This design comes from an exercise in tuning for small area, a short achievable clock period and few clock cycles on the open sky130 flow, not from production work.
Function was checked by simulation only, so behaviour that the tests miss may differ from the original.
Power figures rest on the tool's default switching activity, not on a simulated workload.

`flow/flow/run.sh`:
```
#!/bin/bash
# The standard layout, with two changes to how it is made:
#  - the port buffers are sky130_fd_sc_hd__buf_4 (buffer_ports picks a slow
#    delay cell by default);
#  - repair_timing aims for extra setup slack, to get a shorter achieved period.
# The constraints (constraint.sdc, the clock period) are the standard flow's, unchanged.
set -e
cat >> config.mk <<EOC
export BUFFER_PORTS_ARGS = -buffer_cell sky130_fd_sc_hd__buf_4
export SETUP_SLACK_MARGIN = 22.5
EOC
bash standard.sh > standard.log 2>&1
```
`flow/standard.sh`:
```
#!/bin/bash
# synth_recipe.tcl (not shown) runs the flow's synth.tcl, then flattens the netlist and writes it again
# the make line also repeats each setting of config.mk as NAME=value (left out here)
make -C /OpenROAD-flow-scripts/flow DESIGN_CONFIG=/design/flow/config.mk WORK_HOME=/design/flow/orfs CLKGATE_MAP_FILE= SYNTH_SCRIPT=/design/flow/synth_recipe.tcl "${@:-finish}"
```
`flow/config.mk`:
```
export PLATFORM = sky130hd
export DESIGN_NAME = cpu_v
export DESIGN_NICKNAME = cpu_v
export VERILOG_FILES = /design/flow/design.v
export SDC_FILE = /design/flow/constraint.sdc
export NUM_CORES = 4
export LEC_CHECK = 0
export CAP_MARGIN = 20
export CORE_MARGIN = 2
export CORE_UTILIZATION = 40
export SLEW_MARGIN = 20
export BUFFER_PORTS_ARGS = -buffer_cell sky130_fd_sc_hd__buf_4
export SETUP_SLACK_MARGIN = 22.5
```
`flow/constraint.sdc`:
```
create_clock -name core_clock -period 32.0 [get_ports {wire_clock}]
set_input_delay 6.4000 -clock core_clock [delete_from_list [all_inputs] [get_ports {wire_clock}]]
set_output_delay 6.4000 -clock core_clock [all_outputs]
set_load 0.01 [all_outputs]
```
`flow/design.v`:
```
module alu_v(x, n, mode, y);
   input  wire [15:0] x;
   input  wire [4:0]  n;
   input  wire [1:0]  mode;
   output reg  [15:0] y;
   wire       rmode = (mode == 2'b01);
   wire [3:0] amt = rmode ? (4'd0 - n[3:0]) : n[3:0];
   wire [15:0] s0 = amt[0] ? {x[14:0],  x[15]}    : x;
   wire [15:0] s1 = amt[1] ? {s0[13:0], s0[15:14]} : s0;
   wire [15:0] s2 = amt[2] ? {s1[11:0], s1[15:12]} : s1;
   wire [15:0] rot = amt[3] ? {s2[7:0],  s2[15:8]}  : s2;
   reg [15:0] mhi, mle, mr;
   integer j;
   always @* begin
      for (j = 0; j < 16; j = j + 1) begin
         mhi[j] = (j >= n);
         mle[j] = (j <= n);
         mr[j]  = (j + n <= 15);
      end
      case (mode)
        2'b00: y = rot & mhi;
        2'b01: y = rot & mr;
        2'b10: y = (rot & mhi) | ({rot[14:0], rot[15]} & mle);
        default: y = rot;
      endcase
   end
endmodule
module control_unit_v(clk, rst, din, dout, addr, rw, kb, vf, vpos, vchar);
   input  wire        clk;
   input  wire        rst;
   input  wire [15:0] din;
   output wire [15:0] dout;
   output wire [15:0] addr;
   output reg         rw;
   input  wire [7:0]  kb;
   output reg         vf;
   output wire [15:0] vpos;
   output wire [15:0] vchar;
   reg [15:0] R0, R1, R2, R3, R4, R5, R6, R7;
   reg [15:0] PC, SP, FR, IR;
   reg [15:0] T;         
   reg [15:0] Q;         
   reg        ex;        
   reg        ph;        
   reg        it;        
   reg        ov;        
   reg [3:0]  cnt;       
   reg [7:0]  xoh, yoh;  
   reg [5:0]  asel;      
   reg [3:0]  dsel;      
   wire [5:0] op = IR[15:10];
   wire [2:0] ra = IR[9:7];
   wire isLOADN  = op == 6'b111000;
   wire isLOAD   = op == 6'b110000;
   wire isSTORE  = op == 6'b110001;
   wire isLOADI  = op == 6'b111100;
   wire isSTOREI = op == 6'b111101;
   wire isMOV    = op == 6'b110011;
   wire isOUT    = op == 6'b110010;
   wire isIN     = op == 6'b110101;
   wire isPUSH   = op == 6'b000101;
   wire isPOP    = op == 6'b000110;
   wire isRTS    = op == 6'b000100;
   wire isJMP    = op == 6'b000010;
   wire isCALL   = op == 6'b000011;
   wire isADD    = op == 6'b100000;
   wire isSUB    = op == 6'b100001;
   wire isMUL    = op == 6'b100010;
   wire isDIV    = op == 6'b100011;
   wire isMOD    = op == 6'b100101;
   wire isINC    = op == 6'b100100;
   wire isCMP    = op == 6'b010110;
   wire isAND    = op == 6'b010010;
   wire isOR     = op == 6'b010011;
   wire isXOR    = op == 6'b010100;
   wire isNOT    = op == 6'b010101;
   wire isSH     = op == 6'b010000;
   wire isDM   = isDIV | isMOD;
   wire isMD   = isMUL | isDM;
   wire isLOG  = isAND | isOR | isXOR | isNOT;
   wire isMEM  = isLOADN | isLOAD | isSTORE | isLOADI | isSTOREI | isPUSH | isPOP | isRTS | isJMP | isCALL;
   function [16:0] addpp;
      input [15:0] a, b;
      input        c;
      reg   [16:0] g, p, g2, p2;
      integer      i, d;
      begin
         g = {a & b, c};
         p = {a ^ b, 1'b0};
         for (d = 1; d < 17; d = d * 2) begin
            g2 = g; p2 = p;
            for (i = d; i < 17; i = i + 1) begin
               g2[i] = g[i] | (p[i] & g[i-d]);
               p2[i] = p[i] & p[i-d];
            end
            g = g2; p = p2;
         end
         addpp = {g[16], (a ^ b) ^ g[15:0]};
      end
   endfunction
   function [15:0] incpp;
      input [15:0] a;
      integer i;
      begin
         for (i = 0; i < 16; i = i + 1)
           incpp[i] = a[i] ^ ((i == 0) ? 1'b1 : &(a | ~((16'h0001 << i) - 16'h0001)));
      end
   endfunction
   function [15:0] decpp;
      input [15:0] a;
      integer i;
      begin
         for (i = 0; i < 16; i = i + 1)
           decpp[i] = a[i] ^ ((i == 0) ? 1'b1 : ~|(a & ((16'h0001 << i) - 16'h0001)));
      end
   endfunction
   reg [15:0] X, Y;
   integer    k;
   always @* begin
      X = 16'h0000;
      Y = 16'h0000;
      for (k = 0; k < 16; k = k + 1) begin
         X[k] = (xoh[0] & R0[k]) | (xoh[1] & R1[k]) | (xoh[2] & R2[k]) | (xoh[3] & R3[k]) |
                (xoh[4] & R4[k]) | (xoh[5] & R5[k]) | (xoh[6] & R6[k]) | (xoh[7] & R7[k]);
         Y[k] = (yoh[0] & R0[k]) | (yoh[1] & R1[k]) | (yoh[2] & R2[k]) | (yoh[3] & R3[k]) |
                (yoh[4] & R4[k]) | (yoh[5] & R5[k]) | (yoh[6] & R6[k]) | (yoh[7] & R7[k]);
      end
   end
   reg cond;
   always @* begin
      case (IR[9:6])
        4'b0000: cond = 1'b1;
        4'b0001: cond = FR[13];
        4'b0010: cond = ~FR[13];
        4'b0011: cond = FR[12];
        4'b0100: cond = ~FR[12];
        4'b0101: cond = FR[11];
        4'b0110: cond = ~FR[11];
        4'b0111: cond = FR[15];
        4'b1000: cond = FR[14];
        4'b1001: cond = FR[15] | FR[13];
        4'b1010: cond = FR[14] | FR[13];
        4'b1011: cond = FR[10];
        4'b1100: cond = ~FR[10];
        4'b1101: cond = FR[6];
        4'b1110: cond = FR[9];
        default: cond = 1'b0;
      endcase
   end
   wire        subm  = isSUB | isDM | isCMP;
   wire        kk    = isSUB & IR[0] & FR[11];    
   wire        sub1  = kk & ~it;
   reg  [4:0]  L;                                 
   integer     j;
   always @* begin
      L = 5'd0;
      for (j = 0; j < 16; j = j + 1)
        if (Y[j]) L = j + 1;
   end
   wire        yzero = (Y == 16'h0000);
   wire [3:0]  mcnt  = it ? cnt : ((L == 5'd0) ? 4'd0 : (L[3:0] - 4'd1));
   wire        mbit  = it ? Y[cnt] : ~yzero;    
   wire        xb    = X[cnt];
   wire        diter = isDM & it;
   reg  [15:0] A, B;
   reg         ci;
   always @* begin
      A  = X;
      B  = Y;
      ci = 1'b0;
      if (isMUL) begin
         A  = mbit ? X : 16'h0000;
         B  = it ? {T[14:0], 1'b0} : 16'h0000;
      end
      else if (diter) begin
         A  = T;
         B  = {1'b1, ~Y[15:1]};
         ci = xb | ~Y[0];
      end
      else if (sub1) begin
         B  = 16'h0000;
         ci = 1'b1;
      end
      else if (subm) begin
         if (kk) A = T;
         B  = ~Y;
         ci = 1'b1;
      end
      else if (isINC) begin
         B  = {16{IR[6]}};
         ci = ~IR[6];
      end
      else ci = IR[0] & FR[11];
   end
   wire [16:0] S    = addpp(A, B, ci);
   wire        zS   = (S[15:0] == 16'h0000);
   wire        lt   = ~S[16];
   wire [15:0] shres;
   alu_v shifter(.x(X), .n(isDM ? (5'd17 - L) : {1'b0, IR[3:0]}),
                 .mode(isDM ? 2'b01 : IR[6:5]), .y(shres));
   wire        movf  = (it & (ov | T[15])) | S[16];
   wire        dge   = S[16];
   wire [15:0] drem  = dge ? {S[14:0], xb ^ Y[0]} : {T[14:0], xb};
   wire [15:0] dquo  = {Q[14:0], dge};
   reg [15:0] cg, ce;
   reg [7:0]  cg1, ce1;
   reg [3:0]  cg2, ce2;
   reg [1:0]  cg3, ce3;
   integer    m;
   always @* begin
      cg = X & ~Y;
      ce = ~(X ^ Y);
      for (m = 0; m < 8; m = m + 1) begin
         cg1[m] = cg[2*m+1] | (ce[2*m+1] & cg[2*m]);
         ce1[m] = ce[2*m+1] & ce[2*m];
      end
      for (m = 0; m < 4; m = m + 1) begin
         cg2[m] = cg1[2*m+1] | (ce1[2*m+1] & cg1[2*m]);
         ce2[m] = ce1[2*m+1] & ce1[2*m];
      end
      for (m = 0; m < 2; m = m + 1) begin
         cg3[m] = cg2[2*m+1] | (ce2[2*m+1] & cg2[2*m]);
         ce3[m] = ce2[2*m+1] & ce2[2*m];
      end
   end
   wire xlty = ~(cg3[1] | (ce3[1] & cg3[0])) & ~(ce3[1] & ce3[0]);
   wire md_done = isMUL ? (it ? (cnt == 4'd0) : ~|Y[15:1]) : (it ? (cnt == 4'd0) : (yzero | xlty));
   reg [15:0] mdres;
   always @* begin
      if (isMUL) mdres = S[15:0];
      else if (it) mdres = isDIV ? dquo : drem;
      else if (isDIV | yzero) mdres = 16'h0000;
      else mdres = X;
   end
   reg [15:0] res;
   always @* begin
      if (isADD | isINC) res = S[15:0];
      else if (isSUB) res = lt ? 16'h0000 : S[15:0];
      else if (isAND) res = X & Y;
      else if (isOR)  res = X | Y;
      else if (isXOR) res = X ^ Y;
      else if (isNOT) res = ~X;
      else if (isSH)  res = shres;
      else if (isMD)  res = mdres;
      else if (isIN)  res = {8'h00, kb};
      else if (isMOV & (IR[1:0] == 2'b01)) res = SP;
      else res = Y;
   end
   wire zres = (res == 16'h0000);
   wire ldw  = isLOADN | isLOAD | isLOADI | isPOP;    
   wire [15:0] wd = ldw ? din : res;
   wire simple  = ~isMEM & ~isMD & ~sub1;
   wire fetch   = ~ex | simple | (isMD & md_done);
   wire memlast = isLOADN | isLOADI | isSTOREI | isPUSH | isPOP | isRTS | isJMP |
                  ((isLOAD | isSTORE | isCALL) & ph);
   wire we = ex & ((isADD | (isSUB & ~sub1) | isINC | isLOG | isSH | isIN) |
                   (isMOV & (IR[1:0] != 2'b11)) |
                   isLOADN | (isLOAD & ph) | isLOADI | (isPOP & ~IR[6]) |
                   (isMD & md_done));
   wire [5:0]  fop  = din[15:10];
   wire        fbc  = (fop == 6'b100000) | (fop == 6'b100001) | (fop == 6'b100010) |
                      (fop == 6'b100011) | (fop == 6'b100101) | (fop == 6'b010010) |
                      (fop == 6'b010011) | (fop == 6'b010100) | (fop == 6'b010101);
   wire [2:0]  fxs  = fbc ? din[6:4] : din[9:7];
   wire [2:0]  fys  = fbc ? din[3:1] : din[6:4];
   reg  [5:0]  fasel;
   reg  [3:0]  fdsel;
   reg         frw;
   always @* begin
      fasel = 6'b000001;
      fdsel = 4'b1000;
      frw   = 1'b0;
      case (fop)
        6'b111100: fasel = 6'b000100;                                       
        6'b111101: begin fasel = 6'b001000; frw = 1'b1; fdsel = 4'b0010; end  
        6'b000101: begin fasel = 6'b010000; frw = 1'b1;                     
                         if (din[6]) fdsel = 4'b0100; end
        6'b000110, 6'b000100: fasel = 6'b100000;                            
        6'b000011: begin fdsel = 4'b0001; fasel = 6'b010000; frw = 1'b1; end  
        default: ;
      endcase
   end
   wire        p2   = ex & (isLOAD | isSTORE) & ~ph;
   wire [5:0]  iasel = p2 ? 6'b000010 : 6'b000001;
   wire [3:0]  idsel = isCALL ? 4'b0001 : 4'b1000;
   wire        irw   = p2 & isSTORE;
   wire        ph_n  = ex & (isLOAD | isSTORE | isCALL) & ~ph;
   wire        ex_n  = fetch | ~memlast;
   wire [15:0] SPp = incpp(SP);
   assign addr = ({16{asel[0]}} & PC) | ({16{asel[1]}} & T) | ({16{asel[2]}} & Y) |
                 ({16{asel[3]}} & X)  | ({16{asel[4]}} & SP) | ({16{asel[5]}} & SPp);
   assign dout = ({16{dsel[0]}} & PC) | ({16{dsel[1]}} & Y) | ({16{dsel[2]}} & FR) |
                 ({16{dsel[3]}} & X);
   assign vpos = Y;
   assign vchar = {X[15:12], (X[11:8] == 4'h0) ? 4'hf : ((X[11:8] == 4'hf) ? 4'h0 : X[11:8]), X[7:0]};
   wire [15:0] PCp = incpp(PC);
   always @(posedge clk) begin
      if (rst) begin
         ex <= 1'b0;
         ph <= 1'b0;
         it <= 1'b0;
         rw <= 1'b0;
         vf <= 1'b0;
         asel <= 6'b000001;
         PC <= 16'h0000;
         SP <= 16'h7ffc;
         FR <= 16'h0000;
         R1 <= 16'h0121;
         R3 <= 16'h0241;
      end
      else begin
         ex <= ex_n;
         ph <= ph_n;
         if (fetch) begin
            rw <= frw;
            vf <= (fop == 6'b110010);
            asel <= fasel;
            dsel <= fdsel;
            xoh <= 8'h01 << fxs;
            yoh <= 8'h01 << fys;
         end
         else begin
            rw <= irw;
            vf <= 1'b0;
            asel <= iasel;
            dsel <= idsel;
         end
         if (fetch) begin
            IR <= din;
            PC <= PCp;
         end
         else begin
            if (isLOADN | ((isLOAD | isSTORE) & ~ph)) PC <= PCp;
            if (isJMP | (isCALL & ph)) PC <= cond ? din : PCp;
            if (isRTS) PC <= incpp(din);
         end
         if (ex & (isLOAD | isSTORE) & ~ph) T <= din;
         if (ex) begin
            if (isPUSH) SP <= decpp(SP);
            if (isPOP | isRTS) SP <= SPp;
            if (isCALL & ph & cond) SP <= decpp(SP);
            if (isMOV & (IR[1:0] == 2'b11)) SP <= X;
            if (isPOP & IR[6]) FR <= din;
            if (isADD) begin FR[11] <= S[16]; FR[12] <= zS; end
            if (isSUB & ~sub1) begin FR[6] <= lt; FR[12] <= zS; end
            if (isINC) FR[12] <= IR[6] & zS;
            if (isCMP) FR[15:13] <= zS ? 3'b001 : (lt ? 3'b010 : 3'b100);
            if (isLOG & zres) FR[12] <= 1'b1;
            if (isMD & md_done) begin
               FR[12] <= zres;
               if (isMUL) FR[10] <= movf;
               else FR[9] <= yzero;
            end
            if ((isMD & ~md_done) | sub1) begin
               it <= 1'b1;
               if (sub1) T <= S[15:0];
               else if (isMUL) begin
                  T <= S[15:0];
                  ov <= movf;
                  cnt <= mcnt - 4'd1;
               end
               else if (!it) begin
                  Q <= 16'h0000;
                  T <= shres;
                  cnt <= 4'd0 - L[3:0];
               end
               else begin
                  cnt <= cnt - 4'd1;
                  T <= drem;
                  Q <= dquo;
               end
            end
            else it <= 1'b0;
         end
         if (we) begin
            case (ra)
              3'd0: R0 <= wd; 3'd1: R1 <= wd; 3'd2: R2 <= wd; 3'd3: R3 <= wd;
              3'd4: R4 <= wd; 3'd5: R5 <= wd; 3'd6: R6 <= wd; default: R7 <= wd;
            endcase
         end
      end
   end
endmodule
module  cpu_v(wire_clock, wire_reset, bus_RAM_DATA_IN,bus_RAM_DATA_OUT,bus_RAM_ADDRESS,wire_RW, bus_keyboard, videoflag, bus_vga_pos, bus_vga_char,data_debug, led);
   input wire         wire_clock;
   input wire         wire_reset;
   input wire [15:0]  bus_RAM_DATA_IN;
   output wire [15:0]  bus_RAM_DATA_OUT;
   output wire [15:0]  bus_RAM_ADDRESS;
   output wire         wire_RW;
   input  wire [7:0]  bus_keyboard;
   output wire         videoflag;
   output wire [15:0]  bus_vga_pos;
   output wire [15:0]  bus_vga_char;
   output wire [15:0]  data_debug;
   output wire [15:0]  led;
   assign data_debug = 16'h0000;
   assign led = 16'h0000;
   control_unit_v cu(.clk(wire_clock), .rst(wire_reset), .din(bus_RAM_DATA_IN),
                     .dout(bus_RAM_DATA_OUT), .addr(bus_RAM_ADDRESS), .rw(wire_RW),
                     .kb(bus_keyboard), .vf(videoflag), .vpos(bus_vga_pos), .vchar(bus_vga_char));
endmodule
```
==> reports/results.tsv, run 1 <==
metric	value	unit
status	timing/DRC/antenna clean	
core_area	57400	µm²
synthXorXnorAreaFrac	1.48	%
p_total	1170	µW
hold_violations	0	
floorplan.initialDensity	40.2	%
wl_per_cell	32.7	µm
synth_fa_ha_area_share	5.35	%
fin_crit	9.42	ns
vias	25362	
setup-violations-final	0	
p_leak	0.00951	µW
grt_pass1_wl	166000	µm
numPortBuffers	91	
drc	0	
whs	0.458	ns
drtPass1Iterations	9	
pre_cts_ws	23.01	ns
cts_max_path_buffers	3	
synth-edff-count	167	
cts.sinks	258	
multi_input_area	14800	µm²
grt_usage	37.7	%
via_per_inst	7.07	
fin_crit_sh	29.4	%
tritoncts	done	
setup.worst_path.end_class	output pin	
cp-start-kind	flip-flop	
fin_area	25500	µm²
slew_headroom	23.6	%
powerDensity	45.7	nW/µm²
cts_root_buf	clkbuf_16	
setup-tns-final	0	ns
die_x	244	µm
cp_data_arrival_time	3.02	ns
insertion_delay	0.65	ns
synth_ff_type	edfxtp_1	
worst_pin_slew	1.14	ns
critPathKind	flip-flop to output pin	
dp_hpwl	82900	µm
grt_antenna_before_repair	2	
synth_compound_area_share	30.3	%
clk_pin_slew	0.06	ns
grt_pass1_vias	23362	
cp_max_fo	16	
async_reset_ff_share	0	%
synth_top_area_share	21.7	%
yosys.area.top_type	edfxtp_1	
skew	0.0732	ns
yosys.area_share.simple	18.2	%
synth_area	23100	µm²
drive_gt1_share	13.2	%
place_area	24100	µm²
irDropWorstVdd	0.0473	mV
synth_top_family_by_area	compound AO/OA/AOI/OAI gates	
place.gp.congestion	1.09	
die_h	244	µm
grt_max_degree	66	
syn_avg_cell_area	8.19	µm²
hold_path_class	flip-flop to flip-flop	
fmax	0.106	GHz
yosysUniqueCellTypes	109	
wirelength	117000	µm
postRouteAntennaNets	0	
postSynthCellCount	2816	
syn2layout_area_growth	10.6	%
drv_slew	0	
cap_violations	0	
cts-htree-levels	1	
n_fill_cell	5695	
synth_seq_area_share	29.6	%
synthTopCellsByArea	edfxtp_1, dfxtp_1, a22oi_1	
fin_nets	2923	
gr-total-overflow	0	
placementRows	88	
finalWorstSetupSlack	22.58	ns
io_pins	124	
yosysWarningCount	2	
die-area	59600	µm²
regArea	6840	µm²
rsz0062_at_grt	true	
drt_first_iter_violations	4364	
cp.required	25.60	ns
synthMuxAreaShare	7.83	%
synth_seq_cells	258	
cts_buffers	28	
## where the power goes
group	internal, µW	switching (µW)
clock network	203	149
logic	132	296
registers	370	17.9
total	705	463
## critical path, stage by stage, from the launching register on
cell      delay (ns)
edfxtp_1        0.45
buf_12          0.20
a22oi_1         0.26
nand4_2         0.65
a222oi_1        0.55
nand2_1         0.10
buf_4           0.15
## through the flow
stage	util (%)	instances
after floorplan	-	2847
after global placement	42.1	3497
after detailed placement	42.1	3498
after CTS	44.1	3572
after global routing	44.5	3586
final	44.5	3587
## path summary, 6_finish.rpt
kind,from,end,slack [ns],cells past startpoint
worst min-delay path,cu.FR[0],cu.FR[0],0.46,2
worst min register to register,cu.FR[0],cu.FR[0],0.46,2
worst max register to register,cu.IR[10],cu.FR[12],23.17,20
worst max-delay path,cu.yoh[1],bus_RAM_DATA_OUT[11],22.58,6
## metal layers
| metal | track usage [%] | share of wire, % | wire length (µm) |
|---|---|---|---|
| met5 | 0 | 0.011 | 13 |
| met2 | 54.6 | 41 | 47800 |
| met1 | 49.8 | 38 | 44500 |
| met3 | 10.0 | 13 | 15500 |
| met4 | 23.8 | 8.2 | 9640 |
## cells in the mapped netlist (all sizes together), types with 11 or more instances
cell / number
nor3: 72
edfxtp: 167
o31ai: 12
a21o: 22
nand3: 77
or3: 16
a211oi: 68
nor2b: 20
xnor2: 22
a22oi: 170
nor4: 12
o211ai: 39
o21a: 13
a31oi: 52
and2: 29
nor2: 266
a221oi: 29
inv: 74
ha: 97
nor3b: 12
nand2: 264
dfxtp: 91
a22o: 21
a222oi: 24
nand4: 40
a21oi: 245
and3: 22
a32oi: 11
mux2: 24
mux4: 20
o221ai: 15
xor2: 17
nand2b: 15
buf: 89
clkbuf: 193
o22ai: 28
mux2i: 107
o21ai: 177
## cell usage in the layout, fill, tap and decap left out, drive strengths merged, types with 24 or more instances in the layout
cell	Yosys	layout
nand4	40	40
and2	29	29
edfxtp	167	167
ha	97	97
o21ai	177	177
a31oi	52	52
nor2	266	266
o211ai	39	39
mux2i	107	107
a222oi	24	24
a22oi	170	170
a221oi	29	29
buf	89	204
nor3	72	72
conb	1	32
mux2	24	24
a21oi	245	245
clkbuf	193	34
nand2	264	264
inv	74	75
dfxtp	91	91
o22ai	28	28
a211oi	68	68
nand3	77	77
## layout make-up
cell class | instances | area share (%)
multi-input combinational | 2225 | 58.1
inverter | 82 | 1.21
clock buffer | 34 | 2.85
sequential | 258 | 26.8
clock inverter | 18 | 0.961
antenna | 1 | 0.00981
tap | 765 | 3.75
timing repair buffer | 204 | 6.35
## repair_timing
| item | in CTS | in global routing |
|---|---|---|
| resized for setup | 5 | 4 |
| setup endpoints to repair | 8 | 15 |
| setup buffers | 22 | 13 |
| cloned | 0 | 0 |
| hold buffers | 0 | 0 |
| pin swaps | 1 | 1 |
## state kept, by name, indices dropped and copies added, names as in the netlist, 8 cells and up
signal and flops:
cu.R3 16, cu.PC 16, cu.IR 15, cu.yoh 8, cu.R1 16, cu.R0 16
cu.R2 16, cu.R4 16, cu.SP 16, cu.R6 16, cu.R7 16, cu.xoh 8
cu.Q 15, cu.R5 16, cu.T 16, cu.FR 16
## cells by family (layout without fill, tap and decap cells)
| family | count (synthesis) | count (layout) |
|---|---|---|
| AOI/OAI and AO/OA | 1029 | 1029 |
| DFF | 258 | 258 |
| adders and majority gates | 98 | 98 |
| xor gates and xnor gates | 39 | 39 |
| other | 1 | 33 |
| and+or+nand+nor | 876 | 876 |
| buffers and inverters | 364 | 338 |
| muxes | 151 | 151 |
Testbench counts, summed over its fixed seeds: cycles 119,612.
==> run 2: changes to the inputs <==
==> flow/run.sh (new file) <==
#!/bin/bash
# synth_recipe.tcl (not shown) runs the flow's synth.tcl, then flattens the netlist and writes it again
# the make line also repeats each setting of config.mk as NAME=value (left out here)
make -C /OpenROAD-flow-scripts/flow DESIGN_CONFIG=/design/flow/config.mk WORK_HOME=/design/flow/orfs CLKGATE_MAP_FILE= SYNTH_SCRIPT=/design/flow/synth_recipe.tcl finish
--- a/flow/config.mk
+++ b/flow/config.mk
@@ -11,3 +11 @@
 export SLEW_MARGIN = 20
-export BUFFER_PORTS_ARGS = -buffer_cell sky130_fd_sc_hd__buf_4
-export SETUP_SLACK_MARGIN = 22.5
removed: flow/flow/run.sh
removed: flow/standard.sh
==> run 2 against run 1 <==
Effect of this change: critical path depth is 1 higher; synthesized area stayed put; register-to-register slack worse by 0.62 ns; hold slack worse by 0.0032 ns; total power is 0.63% lower; clock skew is 0.011 ns lower; maximum frequency is 8.7% lower; die area stayed put; global-route usage is 0.078 points higher; highest routed layer is now met4.
==> reports/results.tsv, run 2 <==
metric	value	unit	change
skew	0.0625	ns	-0.0107 ns
cts_buffers	28		unchanged
fmax	0.0969	GHz	-8.7%
cp.required	25.60	ns	about the same
yosys.area_share.simple	18.2	%	unchanged
setup-violations-final	0		unchanged
wl_per_cell	33.1	µm	+1.0%
grt_pass1_vias	22962		-1.7%
powerDensity	45.7	nW/µm²	about the same
finalNonFillerCells	3553		-0.95%
drive_gt1_share	8.68	%	-4.5 points
rsz0062_at_grt	false		
clk_pin_slew	0.06	ns	about the same
fin_crit	10.32	ns	+0.897 ns
status	timing/DRC/antenna clean		
gr-total-overflow	0		unchanged
setup.worst_path.end_class	output pin		
die_x	244	µm	unchanged
synthTopCellsByArea	edfxtp_1, dfxtp_1, a22oi_1		
irDropWorstVdd	0.0471	mV	-0.40%
hp-start	cu.FR[2]		
cp_data_arrival_time	3.92	ns	+0.90 ns
rr_startpoint	cu.yoh[7]		
synth_seq_cells	258		unchanged
worst_pin_slew	1.24	ns	+0.106 ns
grt_max_degree	63		-4.5%
cap_violations	0		unchanged
hold_path_class	flip-flop to flip-flop		
drv_slew	0		unchanged
synth_area	23100	µm²	unchanged
dp_hpwl	83300	µm	+0.43%
cts.sinks	258		unchanged
io_pins	124		unchanged
die_h	244	µm	unchanged
p_leak	0.00924	µW	-2.8%
insertion_delay	0.63	ns	-0.02 ns
synth-edff-count	167		unchanged
cp_max_fo	18		+2
critPathKind	flip-flop to output pin		
synth_top_family_by_area	compound AO/OA/AOI/OAI gates		
postSynthCellCount	2816		unchanged
synth_seq_area_share	29.6	%	unchanged
floorplan.initialDensity	40.2	%	unchanged
cts_root_buf	clkbuf_16		
grt_pass1_wl	166000	µm	about the same
wirelength	118000	µm	about the same
n_fill_cell	5702		+0.12%
grt_usage	37.8	%	+0.078 points
synth_compound_area_share	30.3	%	unchanged
yosysWarningCount	2		unchanged
holdPathStages	2		unchanged
setup-tns-final	0	ns	unchanged
mostFrequentLayoutCells	nand2_1, nor2_1, a21oi_1		
fin_util	44.2	%	-0.28 points
placementRows	88		unchanged
tritoncts	done		
drc	0		unchanged
drtPass1Iterations	11		+2
r2r-end	cu.R3[14]		
cts_max_path_buffers	3		unchanged
vias	24999		-1.4%
yosysUniqueCellTypes	109		unchanged
synth_top_area_share	21.7	%	unchanged
p_total	1160	µW	-0.63%
synthXorXnorAreaFrac	1.48	%	unchanged
place_inst	3498		unchanged
fin_crit_sh	32.2	%	+2.8 points
synthMuxAreaShare	7.83	%	unchanged
core_area	57400	µm²	unchanged
syn_avg_cell_area	8.19	µm²	unchanged
fin_nets	2889		-1.2%
hold_end	cu.FR[2]		
drt_first_iter_violations	4171		-4.4%
yosys.area.top_type	edfxtp_1		
syn2layout_area_growth	9.94	%	
hold_violations	0		unchanged
grt_antenna_before_repair	0		-2
cts-htree-levels	1		unchanged
final_common_cell	nand2_1		
place.gp.congestion	1.07		-1.8%
synth_ff_type	edfxtp_1		
ctsResizeCount	0		-5
rrSetupSlack	22.55	ns	-0.62 ns
reg2reg_depth	21		+5.0%
numPortBuffers	91		unchanged
die-area	59600	µm²	unchanged
synth_common_cells	nand2_1, nor2_1, a21oi_1		
postCtsSetupRepairBufs	0		-100%
cts_hold_buf	0		unchanged
via_per_inst	7.04		-0.49%
slew_headroom	16.5	%	-7.0 points
postRouteAntennaNets	0		unchanged
async_reset_ff_share	0	%	unchanged
synth_fa_ha_area_share	5.35	%	unchanged
cp-start-kind	flip-flop		
==> run 2: how the worst max path moves through the flow <==
stage                          endpoint  slack, ns          startpoint
floorplan           bus_RAM_ADDRESS[15]      23.33            cu.SP[0]
global placement              cu.PC[13]      22.43  bus_RAM_DATA_IN[1]
detailed placement            cu.PC[13]      22.43  bus_RAM_DATA_IN[1]
CTS                    bus_vga_char[11]      21.79           cu.xoh[2]
global route        bus_RAM_ADDRESS[14]      21.69            cu.SP[0]
finish                 bus_vga_char[11]      21.68           cu.xoh[1]
==> run 2: report_power, final <==
part           internal, µW  total [µW]  switching [µW]
logic                   131         419             287
registers               370         397            27.3
clock network           196         344             148
==> run 2: worst max-delay path, stage by stage (launching register included) <==
cell	delay, ns
edfxtp_1	0.70
a22oi_1	0.31
nand4_1	0.58
buf_4	0.46
inv_1	0.15
nor2_1	0.06
o21ai_0	0.39
clkdlybuf4s50_1	0.63
==> run 2: area by class of cell <==
type	count	area, µm²	area share (%)
repair buffers	170	1520	5.98
multi-input cells	2225	14800	58.2
diodes	1	2.50	0.00987
well taps	765	957	3.77
clock buffers	34	769	3.03
inverters	82	308	1.21
clock inverters	18	200	0.789
flip-flops and latches	258	6840	27.0
==> run 2: metrics by stage <==
step | instance area (µm²) | hold WS (ns) | worst slack [ns]
3_5_place_dp | 24400 | 0.449 | 22.43
3_3_place_gp | 24300 | 0.447 | 22.43
4_1_cts | 25300 | 0.457 | 21.79
2_1_floorplan | 23200 | 0.436 | 23.33
6_report | 25400 | 0.455 | 21.68
5_1_grt | 25400 | 0.471 | 21.69
==> run 2: kinds of logic (layout without fill, tap and decap cells) <==
| kind of cell | count (synthesis) | count (layout) |
|---|---|---|
| adder cells (fa/ha/maj) | 98 | 98 |
| AO/OA/AOI/OAI | 1029 | 1029 |
| XOR/XNOR | 39 | 39 |
| other | 1 | 33 |
| flip-flops | 258 | 258 |
| multiplexers | 151 | 151 |
| AND/OR/NAND/NOR | 876 | 876 |
| buffers and inverters | 364 | 304 |
==> run 2: routing by layer <==
layer  part of all wire (%)  wire [µm]  global-route usage (%)
met1                     38      45300                    50.4
met2                     42      48900                    55.4
met3                     13      15000                    9.23
met4                    7.1       8400                    22.0
met5                      0          0                   0.163
==> run 3: changes to the inputs <==
--- a/flow/config.mk
+++ b/flow/config.mk
@@ -9,3 +9,3 @@
 export CORE_MARGIN = 2
-export CORE_UTILIZATION = 40
+export CORE_UTILIZATION = 60
 export SLEW_MARGIN = 20
==> run 3 against run 2 <==
Effect of this change: sequential power barely moved; sequential share of layout area rose by 0.34 points; maximum frequency fell by 0.18%; combinational power barely moved; register-to-register slack got worse by 0.13 ns; still clean; largest power group unchanged; worst setup slack got worse by 0.019 ns; critical endpoint is now bus_RAM_ADDRESS[1].
==> reports/results.tsv, run 3 <==
metric	value	unit	change
p_leak	0.00924	µW	about the same
clk_pin_slew	0.06	ns	about the same
drive_gt1_share	8.74	%	+0.059 points
postRouteAntennaNets	0		unchanged
cpMaxStageDelayCell	edfxtp_1		
critPathKind	flip-flop to output pin		
cp_max_fo	16		-2
postSynthCellCount	2816		unchanged
grt_antenna_before_repair	3		+3
powerDensity	45.9	nW/µm²	+0.40%
setup-violations-final	0		unchanged
place.gp.congestion	1.09		+1.3%
cts.sinks	258		unchanged
synth_top_area_share	21.7	%	unchanged
cp_data_arrival_time	3.93	ns	about the same
numPortBuffers	91		unchanged
hold_path_class	flip-flop to flip-flop		
mostFrequentLayoutCells	nand2_1, nor2_1, a21oi_1		
io_pins	124		unchanged
synth_area	23100	µm²	unchanged
drtPass1Iterations	12		+1
floorplan.initialDensity	61.1	%	+21 points
cp-start-kind	flip-flop		
fin_util	66.3	%	+22 points
fin_area	25000	µm²	-1.2%
cts_max_path_buffers	3		unchanged
drc	0		unchanged
die_x	200	µm	-18%
synth_compound_area_share	30.3	%	unchanged
die-area	40000	µm²	-33%
crit_top_cell	a22oi_1		
fin_nets	2893		+0.14%
setup-tns-final	0	ns	unchanged
place_area	24100	µm²	-1.2%
fin_crit_sh	32.3	%	+0.058 points
gr-total-overflow	0		unchanged
status	timing/DRC/antenna clean		
wl_per_cell	33.7	µm	+2.0%
synth_seq_area_share	29.6	%	unchanged
cp_top_family	buffers and inverters		
dp_hpwl	76700	µm	-7.9%
synthMuxAreaShare	7.83	%	unchanged
fin_crit	10.33	ns	+0.0186 ns
n_fill_cell	3037		-47%
async_reset_ff_share	0	%	unchanged
wirelength	112000	µm	-5.1%
grt_pass1_wl	161000	µm	-2.6%
synth-edff-count	167		unchanged
path_buf_inv	2		-1
setup.worst_path.end_class	output pin		
via_per_inst	7.97		+13%
cts_hold_buf	0		unchanged
core_area	37800	µm²	-34%
postCtsSetupRepairBufs	0		unchanged
insertion_delay	0.63	ns	about the same
ctsResizeCount	0		unchanged
cp.required	25.60	ns	about the same
yosys.area_share.simple	18.2	%	unchanged
final_common_cell	nand2_1		
slew_headroom	16.2	%	-0.34 points
crit_path_max_incr_delay	0.75	ns	+0.05 ns
cts_root_buf	clkbuf_16		
cts-htree-levels	1		unchanged
cap_violations	0		unchanged
synth_ff_type	edfxtp_1		
synth_common_cells	nand2_1, nor2_1, a21oi_1		
synthXorXnorAreaFrac	1.48	%	unchanged
grt_pass1_vias	24552		+6.9%
worst_pin_slew	1.25	ns	+0.00310 ns
irDropWorstVdd	0.0502	mV	+6.7%
syn2layout_area_growth	8.58	%	
synth_fa_ha_area_share	5.35	%	unchanged
synthTopCellsByArea	edfxtp_1, dfxtp_1, a22oi_1		
grt_usage	55.1	%	+17 points
die_h	200	µm	-18%
drt_first_iter_violations	5339		+28%
yosysUniqueCellTypes	109		unchanged
syn_avg_cell_area	8.19	µm²	unchanged
cts_buffers	28		unchanged
fmax	0.0968	GHz	-0.18%
pre_cts_ws	22.34	ns	-0.0852 ns
drv_slew	0		unchanged
yosysWarningCount	2		unchanged
synth_seq_cells	258		unchanged
tritoncts	done		
placementRows	71		-19%
finalWorstSetupSlack	21.67	ns	-0.0186 ns
yosys.area.top_type	edfxtp_1		
synth_top_family_by_area	compound AO/OA/AOI/OAI gates		
hold_violations	0		unchanged
skew	0.0652	ns	+0.00270 ns
vias	26336		+5.3%
rsz0062_at_grt	false		
crit_chain	a22oi_1 -> and4_1 -> clkinv_1 -> a22oi_1 -> nand3_1 -> clkdlybuf4s50_1		
grt_max_degree	66		+4.8%
-- run 3: changes by cell type in the layout (fill, tap and decap cells not counted), sizes merged --
cell / before / now
clkbuf: 34 / 39
clkinv: 20 / 13
diode: 1 / 3
bufinv: 3 / 2
buf: 80 / 84
inv: 74 / 78
clkinvlp: 3 / 2
-- run 3: per-layer routing --
| layer | part of all wire [%] | GRT usage (%) | wire length (µm) | vias up |
|---|---|---|---|---|
| met3 | 18 | 21.9 | 19800 | 871 |
| li1 | - | - | - | 10584 |
| met4 | 11 | 43.9 | 12200 | 2 |
| met1 | 32 | 67.5 | 36000 | 12117 |
| met5 | 0.031 | 1.73 | 35 | - |
| met2 | 39 | 76.5 | 43500 | 2762 |
-- run 3: path summary, 6_finish.rpt --
path,from,endpoint,slack [ns],depth (start not counted)
max,cu.yoh[0],bus_RAM_ADDRESS[1],21.67,6
min,cu.FR[5],cu.FR[5],0.48,2
max reg2reg,cu.yoh[0],cu.FR[12],22.42,22
min reg2reg,cu.FR[5],cu.FR[5],0.48,2
-- run 3: where the power goes --
part / leakage (µW) / internal [µW] / switching [µW] / total [µW]
registers: 0.00228 / 370 / 26.2 / 396
clock network: 0.000447 / 186 / 150 / 336
logic: 0.00651 / 131 / 287 / 418
total: 0.00924 / 687 / 463 / 1150
-- run 3: final cells by class --
| type | instances | area (µm²) | share of cell area, % |
|---|---|---|---|
| inverter | 82 | 308 | 1.23 |
| multi-input combinational | 2225 | 14800 | 59.0 |
| sequential | 258 | 6840 | 27.3 |
| antenna | 3 | 7.51 | 0.0300 |
| clock inverter | 13 | 155 | 0.619 |
| clock buffer | 39 | 772 | 3.08 |
| timing repair buffer | 174 | 1540 | 6.15 |
| tap | 511 | 639 | 2.55 |
-- run 3: cells by family (layout without fill, tap and decap cells) --
logic type | Yosys count | in the layout
AOI/OAI and AO/OA | 1029 | 1029
xor gates and xnor gates | 39 | 39
adders and majority gates | 98 | 98
buffers and inverters | 364 | 308
DFF | 258 | 258
muxes | 151 | 151
other | 1 | 35
and+or+nand+nor | 876 | 876
-- run 3: stage by stage --
stage                     hold slack (ns)  total power, µW  std cells
after floorplan                     0.436              636       2847
after global placement              0.446              776       3248
after detailed placement            0.456              785       3249
after CTS                           0.474             1110       3301
after global routing                0.492             1160       3303
final                               0.476             1150       3305
-- run 3: tightest hold or removal path, stage by stage, from the launching register on --
cell and delay [ns]:
dfxtp_1 0.31, nand2_1 0.06, a21oi_1 0.06
==> run 4: changes to the inputs <==
--- a/flow/design.v
+++ b/flow/design.v
@@ -198,4 +198,4 @@
    wire [15:0] shres;
-   alu_v shifter(.x(X), .n(isDM ? (5'd17 - L) : {1'b0, IR[3:0]}),
-                 .mode(isDM ? 2'b01 : IR[6:5]), .y(shres));
+   alu_v shifter(.x(X), .n({1'b0, IR[3:0]}),
+                 .mode(IR[6:5]), .y(shres));
    wire        movf  = (it & (ov | T[15])) | S[16];
@@ -244,3 +244,2 @@
       else if (isMD)  res = mdres;
-      else if (isIN)  res = {8'h00, kb};
       else if (isMOV & (IR[1:0] == 2'b01)) res = SP;
@@ -250,3 +249,3 @@
    wire ldw  = isLOADN | isLOAD | isLOADI | isPOP;    
-   wire [15:0] wd = ldw ? din : res;
+   wire [15:0] wd = ldw ? din : (isIN ? {8'h00, kb} : res);
    wire simple  = ~isMEM & ~isMD & ~sub1;
@@ -363,4 +362,18 @@
                   Q <= 16'h0000;
-                  T <= shres;
-                  cnt <= 4'd0 - L[3:0];
+                  if (Y[15]) begin
+                     T <= {1'b0, X[15:1]};
+                     cnt <= 4'd0;
+                  end
+                  else if (|Y[14:12]) begin
+                     T <= {4'h0, X[15:4]};
+                     cnt <= 4'd3;
+                  end
+                  else if (|Y[11:8]) begin
+                     T <= {8'h00, X[15:8]};
+                     cnt <= 4'd7;
+                  end
+                  else begin
+                     T <= 16'h0000;
+                     cnt <= 4'd15;
+                  end
                end
==> flow/flow/run.sh (new file) <==
#!/bin/bash
# The standard layout, with two changes to how it is made:
#  - the port buffers are sky130_fd_sc_hd__buf_4 (buffer_ports picks a slow
#    delay cell by default);
#  - repair_timing aims for extra setup slack, to get a shorter achieved period.
# The constraints (constraint.sdc, the clock period) are the standard flow's, unchanged.
set -e
cat >> config.mk <<EOC
export BUFFER_PORTS_ARGS = -buffer_cell sky130_fd_sc_hd__buf_4
export SETUP_SLACK_MARGIN = 23
EOC
bash standard.sh > standard.log 2>&1
==> flow/standard.sh (new file) <==
#!/bin/bash
# synth_recipe.tcl (not shown) runs the flow's synth.tcl, then flattens the netlist and writes it again
# the make line also repeats each setting of config.mk as NAME=value (left out here)
make -C /OpenROAD-flow-scripts/flow DESIGN_CONFIG=/design/flow/config.mk WORK_HOME=/design/flow/orfs CLKGATE_MAP_FILE= SYNTH_SCRIPT=/design/flow/synth_recipe.tcl "${@:-finish}"
--- a/flow/config.mk
+++ b/flow/config.mk
@@ -9,3 +9,5 @@
 export CORE_MARGIN = 2
-export CORE_UTILIZATION = 60
+export CORE_UTILIZATION = 40
 export SLEW_MARGIN = 20
+export BUFFER_PORTS_ARGS = -buffer_cell sky130_fd_sc_hd__buf_4
+export SETUP_SLACK_MARGIN = 23
removed: flow/run.sh
==> run 4 against run 3 <==
Effect of this change: die area grew 42%; synthesized cell count shrank 4.3%; combinational power is 3% higher; core utilization shrank 18 points; maximum frequency increased by 13%; register-to-register slack gained 1.1 ns; first-iteration DRC count fell by 22%; worst setup slack better by 1.2 ns; sequential power decreased by 3%; critical path depth increased by 3; largest cell class unchanged; highest routed layer unchanged.
==> reports/results.tsv, run 4 <==
metric	value	unit	change
critPathKind	flip-flop to output pin		
regArea	6850	µm²	+0.11%
die_x	239	µm	+19%
drv_slew	0		unchanged
via_per_inst	7.12		-11%
synth_common_cells	nand2_1, nor2_1, a21oi_1		
cpMaxStageDelayCell	edfxtp_1		
wl_per_cell	33.9	µm	+0.54%
fin_nets	2964		+2.5%
crit_path_max_incr_delay	0.43	ns	-0.32 ns
die_h	239	µm	+19%
floorplan.initialDensity	40.2	%	-21 points
rrSetupSlack	23.56	ns	+1.14 ns
cp-start-kind	flip-flop		
synth_ff_type	edfxtp_1		
vias	25426		-3.5%
fin_crit_sh	28.6	%	-3.7 points
syn_avg_cell_area	8.18	µm²	-0.14%
async_reset_ff_share	0	%	unchanged
final_common_cell	buf_4		
yosysWarningCount	2		unchanged
cp.required	25.60	ns	about the same
postSynthCellCount	2694		-4.3%
status	timing/DRC/antenna clean		
powerDensity	44.6	nW/µm²	-3.0%
slew_headroom	16.0	%	-0.20 points
hold_path_class	flip-flop to flip-flop		
yosys.area.top_type	edfxtp_1		
syn2layout_area_growth	19.6	%	
io_pins	124		unchanged
drive_gt1_share	20.2	%	+11 points
cts.sinks	258		unchanged
cp_max_fo	10		-6
setup-tns-final	0	ns	unchanged
yosysUniqueCellTypes	104		-4.6%
p_leak	0.00992	µW	+7.4%
synth_area	22000	µm²	-4.5%
cp-endpoint	bus_RAM_ADDRESS[15]		
worst_pin_slew	1.25	ns	+0.00557 ns
cts_buffers	31		+11%
setup-violations-final	0		unchanged
core_area	54800	µm²	+45%
place.gp.congestion	1.03		-5.2%
synth_seq_area_share	31.0	%	+1.4 points
grt_usage	40.6	%	-15 points
rsz0062_at_grt	true		
crit_chain	buf_6 -> buf_4 -> a22oi_1 -> and4_1 -> buf_6 -> inv_4 -> a22oi_1 -> nand3_2 -> buf_6		
grt_antenna_before_repair	10		+7
reg2reg_depth	23		+4.5%
gr-total-overflow	0		unchanged
grt_pass1_vias	23036		-6.2%
synth-edff-count	167		unchanged
die-area	57000	µm²	+42%
synth_seq_cells	258		unchanged
tritoncts	done		
yosysMostFrequentCell	nand2_1		
fin_crit	9.14	ns	-1.20 ns
n_fill_cell	5266		+73%
cp_data_arrival_time	2.74	ns	-1.19 ns
fmax	0.109	GHz	+13%
drc	0		unchanged
clk_pin_slew	0.07	ns	about the same
insertion_delay	0.62	ns	about the same
drtPass1Iterations	13		+1
postRouteAntennaNets	0		unchanged
placementRows	86		+21%
cap_violations	0		unchanged
r2r-end	cu.FR[12]		
crit_top_cell	buf_6		
setup.worst_path.end_class	output pin		
rr_startpoint	cu.IR[12]		
wirelength	121000	µm	+8.6%
skew	0.0200	ns	-0.0452 ns
hold_violations	0		unchanged
grt_max_degree	60		-9.1%
grt_pass1_wl	168000	µm	+4.0%
cts_hold_buf	0		unchanged
mostFrequentLayoutCells	buf_4, nand2_1, nor2_1		
synthTopCellsByArea	edfxtp_1, dfxtp_1, a22oi_1		
cts_root_buf	clkbuf_16		
critPathLaunch	cu.xoh[3]		
cts-htree-levels	1		unchanged
irDropWorstVdd	0.0471	mV	-6.2%
numPortBuffers	91		unchanged
multi_input_area	14200	µm²	-4.3%
cts_max_path_buffers	3		unchanged
drt_first_iter_violations	4146		-22%
dp_hpwl	81600	µm	+6.5%
synth_top_area_share	22.8	%	+1.0 points
fin_util	48.1	%	-18 points
whs	0.457	ns	-0.0185 ns
[run 4: metal layers]
layer / global-route usage (%) / vias to the layer above / share of wire [%]
met5: 0 / - / 0.11
met4: 26.2 / 18 / 8.0
li1: - / 10544 / -
met3: 12.8 / 541 / 14
met2: 58.3 / 2197 / 41
met1: 52.4 / 12126 / 37
[run 4: worst min path at each step]
stage	from	end	slack (ns)	depth (start not counted)
global route	cu.FR[2]	cu.FR[2]	0.48	2
floorplan	cu.FR[0]	cu.FR[0]	0.44	2
finish	cu.FR[5]	cu.FR[5]	0.46	2
global placement	cu.FR[4]	cu.FR[4]	0.44	2
detailed placement	cu.FR[3]	cu.FR[3]	0.45	2
CTS	cu.FR[5]	cu.FR[5]	0.46	2
[run 4: cells by family after synthesis]
kind of cell / share of synthesized area, %
AOI/OAI and AO/OA: 30.5
xor gates and xnor gates: 1.74
adders and majority gates: 5.66
buffers and inverters: 7.22
DFF: 31.0
muxes: 5.60
other: 0.0170
and+or+nand+nor: 18.3
[run 4: area by class of cell]
type	count	area share [%]
Sequential cell	258	26.0
Clock buffer	41	3.36
Inverter	94	1.63
Tap cell	704	3.34
Timing Repair Buffer	345	11.4
Clock inverter	16	0.513
Multi-Input combinational cell	2109	53.7
Antenna cell	3	0.0285
[run 4: per-stage QoR]
| step | power (µW) | area, µm² | cells | worst slack [ns] |
|---|---|---|---|---|
| final | 1170 | 26400 | 3570 | 22.86 |
| after global routing | 1200 | 26300 | 3567 | 22.81 |
| after CTS | 1130 | 25400 | 3501 | 22.86 |
| after detailed placement | 748 | 23200 | 3345 | 22.58 |
| after global placement | 748 | 23200 | 3345 | 22.66 |
| after floorplan | 596 | 22200 | 2725 | 23.10 |
[run 4: critical path, delay by kind of cell (launching register included)]
| family | cells | cell delay, ns |
|---|---|---|
| buffers and inverters | 5 | 0.89 |
| AO/OA/AOI/OAI | 2 | 0.43 |
| flip-flops | 1 | 0.43 |
| AND/OR/NAND/NOR | 2 | 0.36 |
[run 4: power by group]
group | internal (µW) | switching (µW) | leakage [µW]
logic | 142 | 290 | 0.00715
clock network | 203 | 156 | 0.000490
registers | 369 | 15.3 | 0.00228
[run 4: what timing repair did]
action	in CTS	in global routing
gates resized for setup	121	99
gates cloned	0	4
pin swaps	29	49
setup buffers	99	62
endpoints found under the setup margin	52	33
Testbench counts of run 4, summed over its fixed seeds: cycles 120,680.
==> run 5: changes to the inputs <==
--- a/flow/flow/run.sh
+++ b/flow/flow/run.sh
@@ -9,3 +9,3 @@
 export BUFFER_PORTS_ARGS = -buffer_cell sky130_fd_sc_hd__buf_4
-export SETUP_SLACK_MARGIN = 23
+export SETUP_SLACK_MARGIN = 22.5
 EOC
--- a/flow/config.mk
+++ b/flow/config.mk
@@ -12,2 +12,2 @@
 export BUFFER_PORTS_ARGS = -buffer_cell sky130_fd_sc_hd__buf_4
-export SETUP_SLACK_MARGIN = 23
+export SETUP_SLACK_MARGIN = 22.5
==> run 5 against run 4 <==
Effect of this change: still clean; total power decreased by 3.1%; clock skew decreased by 0.0032 ns; worst setup slack worse by 0.38 ns; critical path depth is 4 lower; final area shrank 6.0%; first-iteration DRC count up 5.8%; hold slack about the same; largest cell class unchanged; largest power group unchanged.
==> reports/results.tsv, run 5 <==
metric	value	unit	change
n_fill_cell	5403		+2.6%
cts.sinks	258		unchanged
finalNonFillerCells	3464		-3.0%
vias	24799		-2.5%
hold_path_class	flip-flop to flip-flop		
cts_root_buf	clkbuf_16		
postSynthCellCount	2694		unchanged
worst_pin_slew	1.21	ns	-0.0436 ns
p_leak	0.00920	µW	-7.3%
drc	0		unchanged
cp-start-kind	flip-flop		
cts_buffers	31		unchanged
cp_data_arrival_time	3.12	ns	+0.38 ns
cp.required	25.60	ns	about the same
powerDensity	46.0	nW/µm²	+3.1%
cpMaxStageDelayCell	and4_1		
floorplan.initialDensity	40.2	%	unchanged
synth_top_area_share	22.8	%	unchanged
gr-total-overflow	0		unchanged
setup-tns-final	0	ns	unchanged
drive_gt1_share	14.7	%	-5.5 points
grt_antenna_before_repair	10		unchanged
cp_max_fo	12		+2
fin_nets	2854		-3.7%
synth_seq_cells	258		unchanged
wirelength	117000	µm	-3.5%
setup.worst_path.end_class	output pin		
yosys.area.top_type	edfxtp_1		
synth_fa_ha_area_share	5.66	%	unchanged
place_area	23200	µm²	unchanged
core_area	54800	µm²	unchanged
drv_slew	0		unchanged
wl_per_cell	33.7	µm	-0.58%
drtPass1Iterations	11		-2
synthTopCellsByArea	edfxtp_1, dfxtp_1, a22oi_1		
cap_violations	0		unchanged
drt_first_iter_violations	4387		+5.8%
synth_ff_type	edfxtp_1		
fin_crit	9.52	ns	+0.378 ns
fmax	0.105	GHz	-4.0%
hold_violations	0		unchanged
synthMuxAreaShare	5.60	%	unchanged
skew	0.0168	ns	-0.00317 ns
critPathKind	flip-flop to output pin		
insertion_delay	0.62	ns	about the same
fin_crit_sh	29.7	%	+1.2 points
path_buf_inv	2		-3
status	timing/DRC/antenna clean		
numPortBuffers	91		unchanged
rsz0062_at_grt	true		
slew_headroom	18.9	%	+2.9 points
fin_util	45.2	%	-2.9 points
cts-htree-levels	1		unchanged
final_common_cell	nand2_1		
syn_avg_cell_area	8.18	µm²	unchanged
grt_pass1_vias	22748		-1.3%
placementRows	86		unchanged
finalWorstSetupSlack	22.48	ns	-0.378 ns
place_inst	3345		unchanged
grt_pass1_wl	165000	µm	-1.6%
synth_common_cells	nand2_1, nor2_1, a21oi_1		
tritoncts	done		
postRouteAntennaNets	0		unchanged
io_pins	124		unchanged
synth_top_family_by_area	compound AO/OA/AOI/OAI gates		
syn2layout_area_growth	12.4	%	
crit_chain	buf_4 -> a22oi_1 -> and4_1 -> o21ai_0 -> buf_4		
clk_pin_slew	0.07	ns	about the same
yosys.area_share.simple	18.3	%	unchanged
die_x	239	µm	unchanged
yosysWarningCount	2		unchanged
grt_max_degree	60		unchanged
synthXorXnorAreaFrac	1.74	%	unchanged
grt_usage	39.8	%	-0.75 points
crit_top_cell	buf_4		
die-area	57000	µm²	unchanged
synth_area	22000	µm²	unchanged
yosysUniqueCellTypes	104		unchanged
place.gp.congestion	1.03		unchanged
pre_cts_ws	22.58	ns	unchanged
yosysMostFrequentCell	nand2_1		
setup-violations-final	0		unchanged
synth_compound_area_share	30.5	%	unchanged
irDropWorstVdd	0.0460	mV	-2.3%
cts_hold_buf	0		unchanged
crit_path_max_incr_delay	0.97	ns	+0.54 ns
async_reset_ff_share	0	%	unchanged
fin_area	24800	µm²	-6.0%
cp_top_family	simple AND/OR/NAND/NOR gates		
die_h	239	µm	unchanged
synth_seq_area_share	31.0	%	unchanged
cts_max_path_buffers	3		unchanged
synth-edff-count	167		unchanged
dp_hpwl	81600	µm	unchanged
mostFrequentLayoutCells	nand2_1, nor2_1, buf_4		
via_per_inst	7.16		+0.52%
==> run 5: cell types whose count changed in the layout (fill, tap and decap cells not counted), sizes merged <==
cell | previous run | this run
buf | 342 | 234
diode | 3 | 7
clkinvlp | 11 | 8
clkbuf | 44 | 42
inv | 87 | 89
clkinv | 11 | 12
==> run 5: cell families after synthesis <==
family	after synthesis
XOR/XNOR	43
AND/OR/NAND/NOR	845
buffers and inverters	358
adder cells (fa/ha/maj)	99
other	1
flip-flops	258
multiplexers	94
AO/OA/AOI/OAI	996
==> run 5: worst min-delay path, cell delays in order (launching register included) <==
cell,delay [ns]
dfxtp_1,0.31
nand2_1,0.05
a21oi_1,0.05
==> run 5: layer usage <==
layer / part of all wire [%] / routed length [µm] / GRT usage [%]
met1: 38 / 44600 / 52.3
met3: 13 / 15300 / 11.7
met5: 0.031 / 36 / 0
met4: 7.6 / 8900 / 24.4
met2: 41 / 48100 / 57.5
==> run 5: layout make-up <==
class | instances | area (µm²) | share of cell area [%]
tap | 704 | 881 | 3.56
multi-input combinational | 2109 | 13800 | 55.8
antenna | 7 | 17.5 | 0.0707
sequential | 258 | 6840 | 27.6
timing repair buffer | 235 | 1810 | 7.32
inverter | 94 | 365 | 1.48
clock buffer | 41 | 886 | 3.58
clock inverter | 16 | 135 | 0.546
==> run 5: through the flow <==
stage               total power [µW]  hold slack (ns)
floorplan                        596            0.436
global placement                 748            0.441
detailed placement               748            0.448
CTS                             1110            0.456
global route                    1160            0.477
finish                          1140            0.457
==> run 5: timing repair <==
item	in CTS	in global routing
setup endpoints to repair	17	10
buffers inserted	47	7
resized for setup	9	6
pin swaps	2	1
==> run 5: final timing paths <==
check	endpoint	cells past startpoint	slack, ns	from
worst max-delay path	bus_RAM_DATA_OUT[5]	5	22.48	cu.xoh[5]
worst min-delay path	cu.FR[5]	2	0.46	cu.FR[5]
worst max register to register	cu.FR[12]	23	23.52	cu.IR[12]
worst min register to register	cu.FR[5]	2	0.46	cu.FR[5]
==> run 5: where the power goes <==
part | internal, µW | switching [µW]
clock network | 203 | 155
registers | 369 | 15.9
logic | 120 | 275
total | 692 | 446
==> run 6: changes to the inputs <==
--- a/flow/flow/run.sh
+++ b/flow/flow/run.sh
@@ -9,3 +9,3 @@
 export BUFFER_PORTS_ARGS = -buffer_cell sky130_fd_sc_hd__buf_4
-export SETUP_SLACK_MARGIN = 22.5
+export SETUP_SLACK_MARGIN = 22
 EOC
--- a/flow/config.mk
+++ b/flow/config.mk
@@ -12,2 +12,2 @@
 export BUFFER_PORTS_ARGS = -buffer_cell sky130_fd_sc_hd__buf_4
-export SETUP_SLACK_MARGIN = 22.5
+export SETUP_SLACK_MARGIN = 22
==> run 6 against run 5 <==
Effect of this change: still clean on timing, DRC and antenna; total power decreased by 0.96%; final area decreased by 1.7%; non-clock buffer count decreased by 47; sequential power increased by 2%; sequential cell count unchanged; maximum frequency decreased by 4.4%; via count decreased by 1.7%; critical path depth increased by 1; die area unchanged; core utilization decreased by 0.78 points.
==> reports/results.tsv, run 6 <==
metric	value	unit	change
status	timing/DRC/antenna clean		
cp_data_arrival_time	3.55	ns	+0.43 ns
insertion_delay	0.62	ns	about the same
postRouteAntennaNets	0		unchanged
cp.required	25.60	ns	about the same
yosysUniqueCellTypes	104		unchanged
drt_first_iter_violations	4110		-6.3%
finalNonFillerCells	3417		-1.4%
rsz0062_at_grt	false		
async_reset_ff_share	0	%	unchanged
worst_pin_slew	1.24	ns	+0.0276 ns
drv_slew	0		unchanged
yosysWarningCount	2		unchanged
floorplan.initialDensity	40.2	%	unchanged
cts_max_path_buffers	3		unchanged
irDropWorstVdd	0.0454	mV	-1.4%
synth_top_area_share	22.8	%	unchanged
drive_gt1_share	12.7	%	-1.9 points
gr-total-overflow	0		unchanged
fmax	0.100	GHz	-4.4%
cts.sinks	258		unchanged
p_total	1130	µW	-0.96%
synth_seq_cells	258		unchanged
grt_pass1_wl	163000	µm	-1.3%
synth_common_cells	nand2_1, nor2_1, a21oi_1		
die_h	239	µm	unchanged
final_common_cell	nand2_1		
numPortBuffers	91		unchanged
whs	0.457	ns	+0.000520 ns
cts_root_buf	clkbuf_16		
setup.worst_path.end_class	output pin		
synth_seq_area_share	31.0	%	unchanged
grt_usage	39.3	%	-0.54 points
hold_path_class	flip-flop to flip-flop		
tritoncts	done		
postSynthCellCount	2694		unchanged
drc	0		unchanged
p_leak	0.00896	µW	-2.6%
powerDensity	46.3	nW/µm²	+0.77%
drtPass1Iterations	12		+1
fin_nets	2807		-1.6%
syn_avg_cell_area	8.18	µm²	unchanged
wl_per_cell	33.8	µm	+0.18%
hold_violations	0		unchanged
placementRows	86		unchanged
grt_pass1_vias	22439		-1.4%
cap_violations	0		unchanged
cp_max_fo	16		+4
wirelength	115000	µm	-1.2%
finalWorstSetupSlack	22.05	ns	-0.436 ns
clk_pin_slew	0.07	ns	about the same
synth_ff_type	edfxtp_1		
grt_max_degree	60		unchanged
pre_cts_ws	22.58	ns	unchanged
die-area	57000	µm²	unchanged
setup-violations-final	0		unchanged
synth_area	22000	µm²	unchanged
io_pins	124		unchanged
vias	24382		-1.7%
place_inst	3345		unchanged
yosysMostFrequentCell	nand2_1		
skew	0.0142	ns	-0.00265 ns
mostFrequentLayoutCells	nand2_1, nor2_1, a21oi_1		
via_per_inst	7.14		-0.33%
synth-edff-count	167		unchanged
critPathKind	flip-flop to output pin		
cp-start-kind	flip-flop		
yosys.area.top_type	edfxtp_1		
core_area	54800	µm²	unchanged
cts_hold_buf	0		unchanged
cts_buffers	31		unchanged
setup-tns-final	0	ns	unchanged
dp_hpwl	81600	µm	unchanged
place.gp.congestion	1.03		unchanged
fin_crit_sh	31.1	%	+1.4 points
grt_antenna_before_repair	8		-2
cts-htree-levels	1		unchanged
fin_crit	9.95	ns	+0.436 ns
syn2layout_area_growth	10.4	%	
die_x	239	µm	unchanged
slew_headroom	17.7	%	-1.2 points
synthTopCellsByArea	edfxtp_1, dfxtp_1, a22oi_1		
==> run 6: cell counts after synthesis <==
Identical to the previous run, type by type.
==> run 6: power breakdown <==
part / internal, µW / total (µW) / switching [µW] / leakage [µW]
registers: 369 / 393 / 24.0 / 0.00228
logic: 113 / 376 / 263 / 0.00619
clock network: 203 / 358 / 155 / 0.000491
total: 685 / 1130 / 442 / 0.00896
==> run 6: worst paths after layout <==
kind / startpoint / end / slack (ns) / cells after the start
max: cu.xoh[2] / bus_vga_char[9] / 22.05 / 6
min: cu.FR[5] / cu.FR[5] / 0.46 / 2
max reg2reg: cu.yoh[2] / cu.FR[12] / 23.26 / 23
min reg2reg: cu.FR[5] / cu.FR[5] / 0.46 / 2
==> run 6: cell type report <==
type	instances	area (µm²)
fill	5420	30400
multi-input combinational	2109	13800
sequential	258	6840
timing repair buffer	188	1420
clock buffer	41	886
tap	704	881
inverter	94	357
clock inverter	16	135
antenna	7	17.5
==> run 6: worst max-delay path: stages, from the launching register on <==
cell,delay (ns)
edfxtp_1,0.91
a22oi_1,0.20
nand4_1,0.61
clkinvlp_4,0.64
o21ai_0,0.28
o21ai_0,0.12
buf_4,0.16
==> run 6: logic make-up (layout without fill, tap and decap cells) <==
family | Yosys count | in the layout | synth area share [%]
compound gates | 996 | 996 | 30.5
simple gates | 845 | 845 | 18.3
buf+inv | 358 | 339 | 7.22
flops | 258 | 258 | 31.0
fa+ha+maj | 99 | 99 | 5.66
mux | 94 | 94 | 5.60
xor+xnor | 43 | 43 | 1.74
other cells | 1 | 39 | 0.0170
==> run 6: repair_timing <==
item | 4_1_cts | 5_1_grt
setup endpoints to repair | 0 | 4
buffers inserted | 0 | 7
resized for setup | 0 | 1
==> run 6: per-layer routing <==
metal	vias up	GRT usage (%)	share of wire [%]	routed length [µm]
met1	11615	51.6	38	43800
met3	457	11.6	14	15800
li1	10218	-	-	-
met2	2086	56.6	41	47400
met4	6	24.1	7.4	8520
met5	-	0	0.030	35
==> run 6: through the flow <==
stage,utilization (%),area (µm²)
after floorplan,-,22200
after global placement,42.4,23200
after detailed placement,42.4,23200
after CTS,44.2,24200
after global routing,44.4,24300
final,44.4,24300
==> run 7: changes to the inputs <==
--- a/flow/flow/run.sh
+++ b/flow/flow/run.sh
@@ -9,3 +9,3 @@
 export BUFFER_PORTS_ARGS = -buffer_cell sky130_fd_sc_hd__buf_4
-export SETUP_SLACK_MARGIN = 22
+export SETUP_SLACK_MARGIN = 22.75
 EOC
--- a/flow/config.mk
+++ b/flow/config.mk
@@ -12,2 +12,2 @@
 export BUFFER_PORTS_ARGS = -buffer_cell sky130_fd_sc_hd__buf_4
-export SETUP_SLACK_MARGIN = 22
+export SETUP_SLACK_MARGIN = 22.75
==> run 7 against run 6 <==
Effect of this change: register-to-register slack improved by 0.20 ns; die area did not move; clock skew rose by 0.0010 ns; hold slack improved by 0.00083 ns; synthesized area did not move; core utilization rose by 1.3 points; critical path type unchanged; final area rose by 2.9%; clock power barely moved; via count rose by 2.0%; first-iteration DRC count rose by 2.8%.
==> reports/results.tsv, run 7 <==
metric	value	unit	change
die-area	57000	µm²	unchanged
critPathKind	flip-flop to output pin		
setup.worst_path.end_class	output pin		
crit_path_max_incr_delay	0.57	ns	-0.34 ns
final_common_cell	nand2_1		
dp_hpwl	81600	µm	unchanged
synthTopCellsByArea	edfxtp_1, dfxtp_1, a22oi_1		
postSynthCellCount	2694		unchanged
cp-start-kind	flip-flop		
place.gp.congestion	1.03		unchanged
yosys.area.top_type	edfxtp_1		
mostFrequentLayoutCells	nand2_1, nor2_1, buf_4		
slew_headroom	11.4	%	-6.3 points
cpMaxStageDelayCell	inv_1		
hold_violations	0		unchanged
syn2layout_area_growth	13.7	%	
fin_crit	9.38	ns	-0.571 ns
drive_gt1_share	15.6	%	+2.9 points
numPortBuffers	91		unchanged
synth_area	22000	µm²	unchanged
worst_pin_slew	1.32	ns	+0.0897 ns
insertion_delay	0.62	ns	about the same
drv_slew	0		unchanged
powerDensity	45.6	nW/µm²	-1.5%
cts_max_path_buffers	3		unchanged
cp_data_arrival_time	2.98	ns	-0.57 ns
gr-total-overflow	0		unchanged
setup-tns-final	0	ns	unchanged
irDropWorstVdd	0.0452	mV	-0.45%
grt_max_degree	60		unchanged
cp.required	25.60	ns	about the same
setup-violations-final	0		unchanged
syn_avg_cell_area	8.18	µm²	unchanged
placementRows	86		unchanged
fin_crit_sh	29.3	%	-1.8 points
drc	0		unchanged
synth_seq_area_share	31.0	%	unchanged
drtPass1Iterations	14		+2
floorplan.initialDensity	40.2	%	unchanged
fmax	0.107	GHz	+6.1%
yosysMostFrequentCell	nand2_1		
core_area	54800	µm²	unchanged
yosysUniqueCellTypes	104		unchanged
rsz0062_at_grt	true		
crit_top_cell	buf_4		
via_per_inst	7.15		+0.14%
cts-htree-levels	1		unchanged
synth_ff_type	edfxtp_1		
drt_first_iter_violations	4225		+2.8%
tritoncts	done		
postRouteAntennaNets	0		unchanged
cap_violations	0		unchanged
cts_hold_buf	0		unchanged
grt_pass1_vias	22817		+1.7%
status	timing/DRC/antenna clean		
synth_common_cells	nand2_1, nor2_1, a21oi_1		
yosysWarningCount	2		unchanged
fin_nets	2871		+2.3%
cts.sinks	258		unchanged
synth_seq_cells	258		unchanged
whs	0.458	ns	+0.000835 ns
vias	24859		+2.0%
crit_chain	buf_4 -> a22oi_1 -> nand4_1 -> buf_4 -> inv_1 -> o21ai_0 -> buf_4		
grt_pass1_wl	165000	µm	+1.5%
io_pins	124		unchanged
die_x	239	µm	unchanged
wl_per_cell	33.7	µm	-0.39%
cts_buffers	31		unchanged
cts_root_buf	clkbuf_16		
synth-edff-count	167		unchanged
grt_usage	39.9	%	+0.59 points
cp_max_fo	10		-6
grt_antenna_before_repair	10		+2
clk_pin_slew	0.07	ns	about the same
synth_top_area_share	22.8	%	unchanged
p_leak	0.00931	µW	+3.9%
wirelength	117000	µm	+1.4%
async_reset_ff_share	0	%	unchanged
die_h	239	µm	unchanged
skew	0.0152	ns	+0.00103 ns
hold_path_class	flip-flop to flip-flop		
[run 7: final timing paths]
kind              from                  end  slack, ns  cells after the start
max          cu.xoh[2]  bus_RAM_DATA_OUT[1]      22.62                      7
min           cu.FR[5]             cu.FR[5]       0.46                      2
max reg2reg  cu.IR[12]             cu.R3[6]      23.46                     22
min reg2reg   cu.FR[5]             cu.FR[5]       0.46                      2
[run 7: report_power, final]
group | leakage, µW | switching (µW) | total (µW) | internal, µW
logic | 0.00654 | 278 | 402 | 124
clock network | 0.000491 | 156 | 359 | 203
registers | 0.00228 | 14.4 | 383 | 369
[run 7: kinds of logic (layout without fill, tap and decap cells)]
kind of cell | Yosys count | after routing | synth area share, %
AOI/OAI and AO/OA | 996 | 996 | 30.5
buffers and inverters | 358 | 403 | 7.22
xor gates and xnor gates | 43 | 43 | 1.74
muxes | 94 | 94 | 5.60
DFF | 258 | 258 | 31.0
and+or+nand+nor | 845 | 845 | 18.3
other | 1 | 37 | 0.0170
adders and majority gates | 99 | 99 | 5.66
[run 7: stage by stage]
stage | instances | setup WS, ns | instance area, µm² | utilization (%) | total power [µW]
after floorplan | 2725 | 23.10 | 22200 | - | 596
after global placement | 3345 | 22.66 | 23200 | 42.4 | 748
after detailed placement | 3345 | 22.58 | 23200 | 42.4 | 748
after CTS | 3463 | 22.75 | 24800 | 45.3 | 1110
after global routing | 3474 | 22.72 | 25000 | 45.7 | 1170
final | 3479 | 22.62 | 25100 | 45.7 | 1140
[run 7: what timing repair did]
item,CTS,global route
setup endpoints to repair,37,20
pin swaps,3,9
setup buffers,61,10
hold endpoints to repair,0,0
resized for setup,33,34
[run 7: cell type report]
cell class | instances | area (µm²)
Antenna cell | 5 | 12.5
Clock buffer | 41 | 886
Clock inverter | 16 | 135
Fill cell | 5353 | 29700
Inverter | 94 | 382
Multi-Input combinational cell | 2109 | 13900
Sequential cell | 258 | 6840
Tap cell | 704 | 881
Timing Repair Buffer | 252 | 2010
[run 7: routing by layer]
metal | global-route usage [%] | vias to the layer above | wire length [µm]
li1 | - | 10358 | -
met1 | 52.3 | 11860 | 44200
met2 | 57.6 | 2107 | 47800
met3 | 11.7 | 530 | 16000
met4 | 24.5 | 4 | 9060
met5 | 0 | - | 41
[run 7: critical path: cells and delay by family (launching register included)]
family,cells,cell delay [ns]
flops,1,0.50
buf+inv,4,1.27
simple gates,1,0.12
compound gates,2,0.47

Check on run 7: ideal ports give 22.619 ns setup slack; a clkbuf_16 on the clock port and buf_2 on the inputs give 22.560 ns; moving port delays by the midpoint clock arrival (0.667 ns) as well gives 22.431 ns.
